Background: an optimization exercise with open tools, aiming at small area and a short achievable clock period. Do not read the settings as production practice.
Where RTL was checked, it was by simulation tests only, not by an equivalence proof against the original.

==> indigo: inputs <==
==> flow/design.v <==
module ALU(
    input [31:0] a,
    input [31:0] b,
    input [3:0] func,
    output reg [31:0] res,
    output isZero
);
    assign isZero = ~|res;
    always @ (*) begin
    case (func)
        4'd0: res = a + b;
        4'd1: res = a - b;
        4'd2: res = a * b;
        4'd3: res = (b == 32'd0) ? 32'hFFFFFFFF : a / b;
        4'd4: res = (b == 32'd0) ? a : a % b;
        4'd5: res = a & b;
        4'd6: res = a | b;
        4'd7: res = a ^ b;
        4'd8: res = ~a;
        4'd9: res = a << b;
        4'd10: res = a >> b;
        4'd11: res = {31'h0, $signed(a) < $signed(b)};
        4'd12: res = {31'h0, a < b};
        default:
            res = 32'h0;
    endcase
end
endmodule
module RegFile(
    input clk,
    input [3:0] raddr1,
    input [3:0] raddr2,
    input wen,
    input [3:0] waddr,
    input [31:0] wdata,
    output [31:0] rdata1,
    output [31:0] rdata2
);
    reg [31:0] memory [0:15];
    assign rdata1 = memory[raddr1];
    assign rdata2 = memory[raddr2];
    always @ (posedge clk) begin
        if (wen)
            memory[waddr] <= wdata;
    end
endmodule
module GPPM(
    input clk,
    input [3:0] raddr1,
    input [3:0] raddr2,
    input wen,
    input [3:0] waddr,
    input wdsrc,
    input [3:0] func,
    input [31:0] constant,
    input alusrc,
    input [31:0] aluconst,
    output [31:0] outrdata1,
    output isZero
);
    wire [31:0] rdata1;
    wire [31:0] rdata2;
    wire [31:0] wdata;
    wire [31:0] ares;
    wire [31:0] alu_op2;
    assign wdata = (wdsrc)? ares : constant;
    assign outrdata1 = rdata1;
    assign alu_op2 = alusrc? aluconst : rdata2;
    RegFile rf (
        .clk (clk),
        .raddr1 (raddr1),
        .raddr2 (raddr2),
        .wen (wen),
        .waddr (waddr),
        .wdata (wdata),
        .rdata1 (rdata1),
        .rdata2 (rdata2)
    );
    ALU alu (
        .a (rdata1),
        .b (alu_op2),
        .func (func),
        .res (ares),
        .isZero (isZero)
    );
endmodule
==> flow/run.sh <==
#!/bin/bash
# synth_recipe.tcl (not shown) runs the flow's synth.tcl, then flattens the netlist and writes it again
# the make line also repeats each setting of config.mk as NAME=value (left out here)
make -C /OpenROAD-flow-scripts/flow DESIGN_CONFIG=/design/flow/config.mk WORK_HOME=/design/flow/orfs CLKGATE_MAP_FILE= SYNTH_SCRIPT=/design/flow/synth_recipe.tcl finish
==> flow/config.mk <==
export PLATFORM = sky130hd
export DESIGN_NAME = GPPM
export DESIGN_NICKNAME = GPPM
export VERILOG_FILES = /design/flow/design.v
export SDC_FILE = /design/flow/constraint.sdc
export NUM_CORES = 4
export LEC_CHECK = 0
export CAP_MARGIN = 20
export CORE_MARGIN = 2
export CORE_UTILIZATION = 40
export SLEW_MARGIN = 20
==> flow/constraint.sdc <==
create_clock -name core_clock -period 140.0 [get_ports {clk}]
set_input_delay 28.0000 -clock core_clock [delete_from_list [all_inputs] [get_ports {clk}]]
set_output_delay 28.0000 -clock core_clock [all_outputs]
set_load 0.01 [all_outputs]
==> inputs of maple, as changes to indigo <==
==> flow/design.v, changed modules only <==
module ALU(
    input [31:0] a,
    input [31:0] b,
    input [3:0] func,
    output reg [31:0] res,
    output reg isZero
);
    wire f_add  = (func == 4'd0);
    wire f_sub  = (func == 4'd1);
    wire f_mul  = (func == 4'd2);
    wire f_div  = (func == 4'd3);
    wire f_mod  = (func == 4'd4);
    wire f_not  = (func == 4'd8);
    wire f_shl  = (func == 4'd9);
    wire f_shr  = (func == 4'd10);
    wire f_slt  = (func == 4'd11);
    wire f_sltu = (func == 4'd12);
    wire acc   = f_mul | f_shl | f_shr;
    wire dmode = f_div | f_mod;
    wire sub   = f_sub | dmode | f_slt | f_sltu;
    reg  [31:0] a_rev;
    integer i;
    always @(*) for (i = 0; i < 32; i = i + 1) a_rev[i] = a[31 - i];
    wire        bigsh = |b[31:5];
    wire [31:0] oh = bigsh ? 32'd0 : (32'd1 << b[4:0]);
    wire [31:0] bm = f_mul ? b : oh;
    wire [31:0] am = acc ? (f_shr ? a_rev : a) : 32'd0;
    wire [31:0] bx = acc ? 32'd0 : (f_not ? 32'hFFFFFFFF : (b ^ {32{sub}}));
    wire [31:0] q;
    wire [31:0] x [0:32];
    wire [31:0] y0;
    wire        co0;
    wire        sel0;
    assign x[32] = acc ? 32'd0 : a;
    genvar k;
    generate
        for (k = 31; k >= 0; k = k - 1) begin : row
            localparam W = 32 - k;
            wire        hz;
            if (k == 0) begin : nz
                assign hz = 1'b1;
            end else begin : z
                assign hz = ~|b[31:W];
            end
            wire [W-1:0] y = (am[W-1:0] & {W{bm[k]}}) | bx[W-1:0];
            wire [W-1:0] s;
            wire         co;
            localparam L = (W <= 2) ? 1 : (W <= 4) ? 2 : (W <= 8) ? 3 : (W <= 16) ? 4 : 5;
            wire [W-1:0] xi = x[k+1][31:k];
            wire [W-1:0] g0 = xi & y;
            wire [W-1:0] p0 = xi ^ y;
            wire [W-1:0] gg [0:L];
            wire [W-1:0] pp [0:L];
            assign gg[0] = {g0[W-1:1], g0[0] | (p0[0] & sub)};
            assign pp[0] = p0;
            genvar l, i;
            for (l = 0; l < L; l = l + 1) begin : lev
                for (i = 0; i < W; i = i + 1) begin : bit_
                    if ((i >> l) & 1) begin : comb
                        localparam J = ((i >> l) << l) - 1;
                        assign gg[l+1][i] = gg[l][i] | (pp[l][i] & gg[l][J]);
                        assign pp[l+1][i] = pp[l][i] & pp[l][J];
                    end else begin : pass
                        assign gg[l+1][i] = gg[l][i];
                        assign pp[l+1][i] = pp[l][i];
                    end
                end
            end
            wire [W:0] c = {gg[L], sub};
            assign s = p0 ^ c[W-1:0];
            assign co = c[W];
            assign q[k] = hz & co;
            wire sel;
            if (k == 0) begin : lo
                assign sel = acc | f_add | f_sub | (dmode & q[k]);
                assign x[k] = sel ? s : x[k+1];
                assign co0 = co;
                assign sel0 = sel;
                assign y0 = y;
            end else begin : hi
                assign sel = acc | (dmode & q[k]);
                assign x[k] = {sel ? s : x[k+1][31:k], x[k+1][k-1:0]};
            end
        end
    endgenerate
    wire [31:0] x1 = x[1];
    wire [31:0] p0 = x1 ^ y0;
    wire [31:0] g0 = x1 & y0;
    wire [31:0] t0 = x1 | y0;
    wire zsum = (p0[0] == sub) & (p0[31:1] == t0[30:0]);
    wire zx1  = ~|x1;
    wire z0   = sel0 ? zsum : zx1;
    reg [31:0] x0_rev;
    always @(*) for (i = 0; i < 32; i = i + 1) x0_rev[i] = x[0][31 - i];
    wire ltu = ~co0;
    wire lts = (a[31] ^ b[31]) ? a[31] : ltu;
    always @ (*) begin
    case (func)
        4'd0:  begin res = x[0];  isZero = z0; end
        4'd1:  begin res = x[0];  isZero = z0; end
        4'd2:  begin res = x[0];  isZero = z0; end
        4'd3:  begin res = q;     isZero = ~|q[31:1] & ~q[0]; end
        4'd4:  begin res = x[0];  isZero = z0; end
        4'd5:  begin res = g0;    isZero = ~|g0; end
        4'd6:   begin res = t0;    isZero = ~|t0; end
        4'd7:  begin res = p0;    isZero = ~|p0; end
        4'd8:  begin res = p0;    isZero = ~|p0; end
        4'd9:  begin res = x[0];  isZero = z0; end
        4'd10:  begin res = x0_rev; isZero = z0; end
        4'd11:  begin res = {31'h0, lts};  isZero = ~lts; end
        4'd12: begin res = {31'h0, ltu};  isZero = ~ltu; end
        default: begin res = 32'h0; isZero = 1'b1; end
    endcase
    end
endmodule
Settings changed: ABC_AREA set to 1, CORE_UTILIZATION 40 to 65.
==> results_dict.tcl <==
set metrics [dict create \
    place_congestion 1.111 \
    grt_pass1_vias 61980 \
    buf_share_pct 3.474 \
    taps 1265 \
    run_status "complete, no violations" \
    antennaDiodeCount 8 \
    fin_cells 9874 \
]
# the run above: maple

==> results_dict.tcl <==
set metrics [dict create \
    grt_pass1_vias 77510 \
    fin_cells 12190 \
    antennaDiodeCount 13 \
    place_congestion 1.078 \
    buf_share_pct 6.077 \
    taps 2640 \
    htreeDepth 2 \
    run_status "complete, no violations" \
]
# the run above: indigo

No functional check of the RTL was part of indigo.

## port drivers added, routing unchanged
No port has a modelled driver above. Below, the same layouts with a new extraction and two added sets of constraints. Step 1: set_driving_cell puts a clkbuf_16 on clk and a buf_2 on each other input, an assumption about the parent block. Step 2 also shifts input and output timing later by t, the mid clock arrival at the registers, as if the neighbouring blocks saw the same clock. Three values: no drivers, after step 1, after step 2; two values: the first two.
| run | shift t [ns] | setup slack, ns | worst setup path at the end | latest minus earliest clock arrival (ns) | worst data-port slew with drivers (ns) |
|---|---|---|---|---|---|
| indigo | 0.647 | 2.966 / 2.838 / 2.838 | input to output | 0.040 / 0.040 | 0.19 |
| maple | 0.610 | 6.796 / 6.772 / 6.772 | input to output | 0.028 / 0.028 | 0.11 |
After both steps setup and hold are still met in every run listed. The setup slack of indigo, which loses most, moves by -0.128 ns with the drivers and by -0.128 ns with both steps.
